Context: an optimization exercise on an open-source flow, tuned for small area. The choices shown serve that exercise and are no tape-out recipe.
Only simulation tests tie the RTL to the original design; equivalence was not proved.

==> flow/design.v <==
module processor
(
	output reg w_en,
	output reg done,
	output reg [7:0] addr,
	output reg [31:0] data_out,
	input clk,
	input rst_n,
	input start,
	input [31:0] data_in
);
	parameter RESET = 3'd0;
	parameter READ_DATA = 3'd1;
	parameter READ_INSTRUCTON = 3'd2;
	parameter DELAY = 3'd3;
	parameter EXECUTE = 3'd4;
	parameter ADD = 3'd0;
	parameter SUB = 3'd1;
	parameter MUL = 3'd2;
	parameter TR = 3'd3;
	parameter DET = 3'd4;
	reg [2:0] cs,ns;
	reg [1:0] read_data_counter;
	reg [3:0] a11,a12,a21,a22,b11,b12,b21,b22;
	always@(posedge clk or negedge rst_n)begin
		if(~rst_n) cs <= RESET;
		else cs <= ns;
	end
	always@(*)begin
		case(cs)
			RESET : ns = (start & rst_n) ? READ_DATA : RESET;
			READ_DATA : ns = (read_data_counter == 2) ? READ_INSTRUCTON : READ_DATA;
			READ_INSTRUCTON : ns = DELAY;
			DELAY : ns = EXECUTE;
			EXECUTE : ns = RESET;
			default : ns = RESET;
		endcase
	end
	always@(posedge clk or negedge rst_n)begin
		if(~rst_n)begin
			done <= 0;
			w_en <= 0;
			addr <= 8'd255;
			data_out <= 0;
			read_data_counter <= 0;
			a11 <= 0;
			a12 <= 0;
			a21 <= 0; 
			a22 <= 0;
			b11 <= 0;
			b12 <= 0;
			b21 <= 0;
			b22 <= 0;	
		end
		else begin
			case(ns)
				RESET : begin
					done <= 0;
					w_en <= 0;
					addr <= 8'd255;
					data_out <= 0;
					read_data_counter <= 0;
					a11 <= 0;
					a12 <= 0;
					a21 <= 0; 
					a22 <= 0;
					b11 <= 0;
					b12 <= 0;
					b21 <= 0;
					b22 <= 0;
				end
				READ_DATA : begin
					done <= 0;
					w_en <= 0;
					addr <= 8'd255;
					data_out <= 0;
					read_data_counter <= read_data_counter + 1;
					a11 <= data_in[3:0];
					a12 <= data_in[7:4];
					a21 <= data_in[11:8]; 
					a22 <= data_in[15:12];
					b11 <= data_in[19:16];
					b12 <= data_in[23:20];
					b21 <= data_in[27:24];
					b22 <= data_in[31:28];
				end
				READ_INSTRUCTON : begin
					done <= 0;
					w_en <= 0;
					addr <= 0;
					data_out <= 0;
					read_data_counter <= 0;
					a11 <= a11;
					a12 <= a12;
					a21 <= a21; 
					a22 <= a22;
					b11 <= b11;
					b12 <= b12;
					b21 <= b21;
					b22 <= b22;
				end
				DELAY : begin
					done <= done;
					w_en <= w_en;
					addr <= addr;
					data_out <= 0;
					read_data_counter <= 0;
					a11 <= a11;
					a12 <= a12;
					a21 <= a21; 
					a22 <= a22;
					b11 <= b11;
					b12 <= b12;
					b21 <= b21;
					b22 <= b22;
				end
				EXECUTE : begin
					addr <= data_in[7:0];
					read_data_counter <= read_data_counter;
					a11 <= a11;
					a12 <= a12;
					a21 <= a21; 
					a22 <= a22;
					b11 <= b11;
					b12 <= b12;
					b21 <= b21;
					b22 <= b22;
					case(data_in[31:29])
						ADD : begin
							done <= 1;
							w_en <= 1;
							data_out [7:0] <= $signed(a11) + $signed(b11);
							data_out [15:8] <= $signed(a12) + $signed(b12);
							data_out [23:16] <= $signed(a21) + $signed(b21);
							data_out [31:24] <= $signed(a22) + $signed(b22);
						end
						SUB : begin
							done <= 1;
							w_en <= 1;
							data_out [7:0] <= $signed(a11) - $signed(b11);
							data_out [15:8] <= $signed(a12) - $signed(b12);
							data_out [23:16] <= $signed(a21) - $signed(b21);
							data_out [31:24] <= $signed(a22) - $signed(b22);
						end
						MUL : begin
							done <= 1;
							w_en <= 1;
							data_out [7:0] <= ($signed(a11) * $signed(b11)) + ($signed(a12) * $signed(b21));
							data_out [15:8] <= ($signed(a11) * $signed(b12)) + ($signed(a12) * $signed(b22));
							data_out [23:16] <= ($signed(a21) * $signed(b11)) + ($signed(a22) * $signed(b21));
							data_out [31:24] <= ($signed(a21) * $signed(b12)) + ($signed(a22) * $signed(b22));
						end
						TR : begin
							done <= 1;
							w_en <= 1;
							data_out [7:0] <= {a11[3],a11[3],a11[3],a11[3],a11};
							data_out [15:8] <= {a21[3],a21[3],a21[3],a21[3],a21};
							data_out [23:16] <= {a12[3],a12[3],a12[3],a12[3],a12};
							data_out [31:24] <= {a22[3],a22[3],a22[3],a22[3],a22};
						end
						DET : begin
							done <= 1;
							w_en <= 1;
							data_out <= ($signed(a11) * $signed(a22)) - ($signed(a12) * $signed(a21));
						end
						default : begin
							done <= 0;
							w_en <= 0;
						end
					endcase
				end
			endcase
		end
	end
endmodule
==> flow/run.sh <==
#!/bin/bash
# synth_recipe.tcl (not shown) runs the flow's synth.tcl, then flattens the netlist and writes it again
# the make line also repeats each setting of config.mk as NAME=value (left out here)
make -C /OpenROAD-flow-scripts/flow DESIGN_CONFIG=/design/flow/config.mk WORK_HOME=/design/flow/orfs CLKGATE_MAP_FILE= SYNTH_SCRIPT=/design/flow/synth_recipe.tcl finish
==> flow/config.mk <==
export PLATFORM = sky130hd
export DESIGN_NAME = processor
export DESIGN_NICKNAME = processor
export VERILOG_FILES = /design/flow/design.v
export SDC_FILE = /design/flow/constraint.sdc
export NUM_CORES = 4
export LEC_CHECK = 0
export CAP_MARGIN = 20
export CORE_MARGIN = 2
export CORE_UTILIZATION = 40
export SLEW_MARGIN = 20
==> flow/constraint.sdc <==
create_clock -name core_clock -period 7.0 [get_ports {clk}]
set_input_delay 1.4000 -clock core_clock [delete_from_list [all_inputs] [get_ports {clk}]]
set_output_delay 1.4000 -clock core_clock [all_outputs]
set_load 0.01 [all_outputs]
==> notes.md <==
## how the worst max path moves through the flow
stage               cells after the start                       end  slack [ns]
CTS                                    14  data_out[23]$_DFFE_PN0P_        1.63
global placement                       16  data_out[22]$_DFFE_PN0P_        1.84
floorplan                              17  data_out[14]$_DFFE_PN0P_        2.15
detailed placement                     14  data_out[23]$_DFFE_PN0P_        1.64
global route                           18  data_out[15]$_DFFE_PN0P_        1.33
finish                                 15  data_out[23]$_DFFE_PN0P_        1.59
## flip-flops by register name (all words and copies together), names as in the netlist, 3 cells and up
| name | count |
|---|---|
| a22 | 4 |
| b21 | 4 |
| a12 | 4 |
| addr | 8 |
| b11 | 4 |
| a21 | 4 |
| b22 | 4 |
| b12 | 4 |
| cs | 3 |
| a11 | 4 |
| data_out | 32 |
## metrics by stage
stage,util
after floorplan,-
after global placement,0.444
after detailed placement,0.444
after CTS,0.454
after global routing,0.455
final,0.455
## cell type report
class                           instances  area share
Tap cell                              390      0.0365
Inverter                              241      0.0677
Clock buffer                            9      0.0168
Timing Repair Buffer                   90      0.0646
Sequential cell                        78       0.147
Multi-Input combinational cell        944       0.661
Clock inverter                          7     0.00637
## cell families (layout without fill, tap and decap cells)
| family | after synthesis | after routing | share of synthesized area |
|---|---|---|---|
| AND/OR/NAND/NOR | 316 | 316 | 0.124 |
| adder cells (fa/ha/maj) | 291 | 291 | 0.398 |
| buffers and inverters | 287 | 347 | 0.0918 |
| AO/OA/AOI/OAI | 240 | 240 | 0.139 |
| XOR/XNOR | 80 | 80 | 0.0653 |
| flip-flops | 78 | 78 | 0.165 |
| multiplexers | 17 | 17 | 0.0161 |
## metal layers
metal	GRT usage	vias up	wire (um)
met5	0	-	0
met4	0.0682	0	937
met3	0.0254	54	1510
met2	0.379	246	15900
met1	0.317	4665	15300
li1	-	4343	-
## layout by cell type, fill, tap and decap left out, drive strengths merged, types with 8 or more instances in the layout
cell type / n
nand2: 122
nor2: 78
o21ai: 58
a21o: 24
dfstp: 8
a22o: 34
o211ai: 14
nor2b: 8
xor2: 15
clkbuf: 9
ha: 147
a22oi: 10
buf: 15
and2: 55
nand2b: 11
a21oi: 38
dfrtp: 70
a211oi: 13
inv: 241
nor3: 15
fa: 144
clkdlybuf4s50: 75
mux2i: 12
a221oi: 13
xnor2: 61
## critical path, delay by kind of cell, from the launching register on
kind | cells | cell delay [ns]
and+or+nand+nor | 1 | 0.28
adders and majority gates | 6 | 2.37
xor gates and xnor gates | 1 | 0.21
buffers and inverters | 2 | 0.28
AOI/OAI and AO/OA | 5 | 1.31
DFF | 1 | 0.78
==> impl_metrics.toml <==
[place]
placed_cell_area_um2 = 13100
dp_worst_setup_slack_ns = 1.64
hpwl_um = 27200
io_buffers = 76
place_inst = 1743
gp_congestion = 0.929

[sta]
setup_ws_ns = 1.59
layout_min_cycle_time_ns = 5.41
finalHoldViolCount = 0
drv_slew = 0
slew_headroom = 0.337
worst_slew_pin_slew_ns = 0.993
clock.fmax_mhz = 185
hold_slack_ns = 0.489
skew_ns = 0.0141
finalSetupViolations = 0
fin_tns_setup_ns = 0
rsz0062_at_grt = "false"
finalCritPeriodShare = 0.772

[route]
dr.first_iter.drc_count = 522
drc = 0
vias_per_cell = 5.29
totalWireLength_um = 33600
vias = 9308
postRouteAntennaNets = 0
drtPass1Iterations = 5
wl_per_cell_um = 19.1

[yosys]
ys_warn_count = 1
synth_seq_cells = 78
synth_top_area_cell = "fa_1"
synth_cell_types = 61
synthFlopType = "dfrtp_1"
netlist_area_um2 = 11900
postSynth.asyncResetShare = 1.00
seq_area_frac_synth = 0.165
yosysTopAreaCellShare = 0.243
synth.most_common_cell = "inv_1"
syn-num-nets = 1635
netlist_instances = 1309
syn_area_per_cell_um2 = 9.07
yosys-top-cells-count = "inv_1, ha_1, fa_1, nand2_1, nor2_1"
synth_top_cells_by_area = "fa_1, ha_1, dfrtp_1, inv_1, xnor2_1"
synth-edff-count = 0

[cells_and_area]
n_antenna_cell = 0
area_delta_synth_final_pct = 12.6
fillers = 2865
area.sequential_um2 = 1960
finalInstanceArea_um2 = 13400
drive_gt1_frac = 0.0460
multiInputGateArea_um2 = 8840
nets = 1690
final_cells = 1759

[clocking]
hold_buffers = 0
cts.htree.levels = 3
cts_sinks = 78
post_cts_buffers = 0
cts_buffers = 9
worst_skew_pair.late_latency_ns = 0.36
cts-resized-gates = 0
cts_tree = "done"
clockBufferDepth = 2
clkTransAtPathRegs_ns = 0.08
clockRootBuffer = "clkbuf_16"

[hold_path]
hold_depth = 2
hp-class = "flop to flop"
worstHoldEndpoint = "data_out[4]$_DFFE_PN0P_"
min-delay-start = "data_out[4]$_DFFE_PN0P_"

[global_route]
grt_start_max_net_pins = 65
grt_usage = 0.229
grt.overflow.total = 0
grt_pass1_vias = 9883
grt_pass1_wl_um = 55000
antenna_found_initial = 0

[worst_setup_path]
worst_path_most_repeated_cell = "fa_1"
crit_chain = "nand2_1 > inv_1 > fa_1 > inv_1 > fa_1 > fa_1 > fa_1 > ha_1 > ha_1 > o21ai_0 > a22oi_1 > a31oi_1 > xnor2_4 > a211oi_2 > o211ai_1"
crit_slowest_cell = "dfrtp_1"
r2r_cells = 15
end_kind = "flop"
worstPathRequired_ns = 7.20
r2r-end = "data_out[23]$_DFFE_PN0P_"
crit_path_max_incr_delay_ns = 0.78
r2r_start = "a12[3]$_DFFE_PN0P_"
critPathLaunchType = "flop"
arrival_ns = 5.61
rrSetupSlack_ns = 1.59
worstSetupPathType = "flop to flop"
cp-startpoint = "a12[3]$_DFFE_PN0P_"
worst-path-max-fanout = 16

[floorplanning]
row_count = 63
start_util = 0.404
die_area_um2 = 31100
coreArea_um2 = 29400
io_pins = 77
die_height_um = 176
die_w_um = 176

[run_status]
status = "timing/DRC/antenna clean"

[flow_run]
max_cap_violations = 0

re-timing with driven ports:
The flow's constraints put no driver on any port. The routed layout listed below was extracted and timed again, unchanged, in two steps. Step 1 assumes that a clkbuf_16 drives the clock port and a buf_2 every other input. Step 2 moves the port delays by t, midway between the first and last clock arrival at a register: inputs arrive t later, outputs are due t later. That takes back most of the time a late clock gives input paths. Slacks: no drivers / after step 1 / after step 2; pairs: no drivers / after step 1.
t (ns): 0.392
slack for setup (ns): 1.593 / 1.593 / 1.593
clock arrival spread, ns: 0.014 / 0.014
After both steps this run still meets setup and hold. The setup slack of this run moves by 0.000 ns with the drivers and by 0.000 ns with both steps.
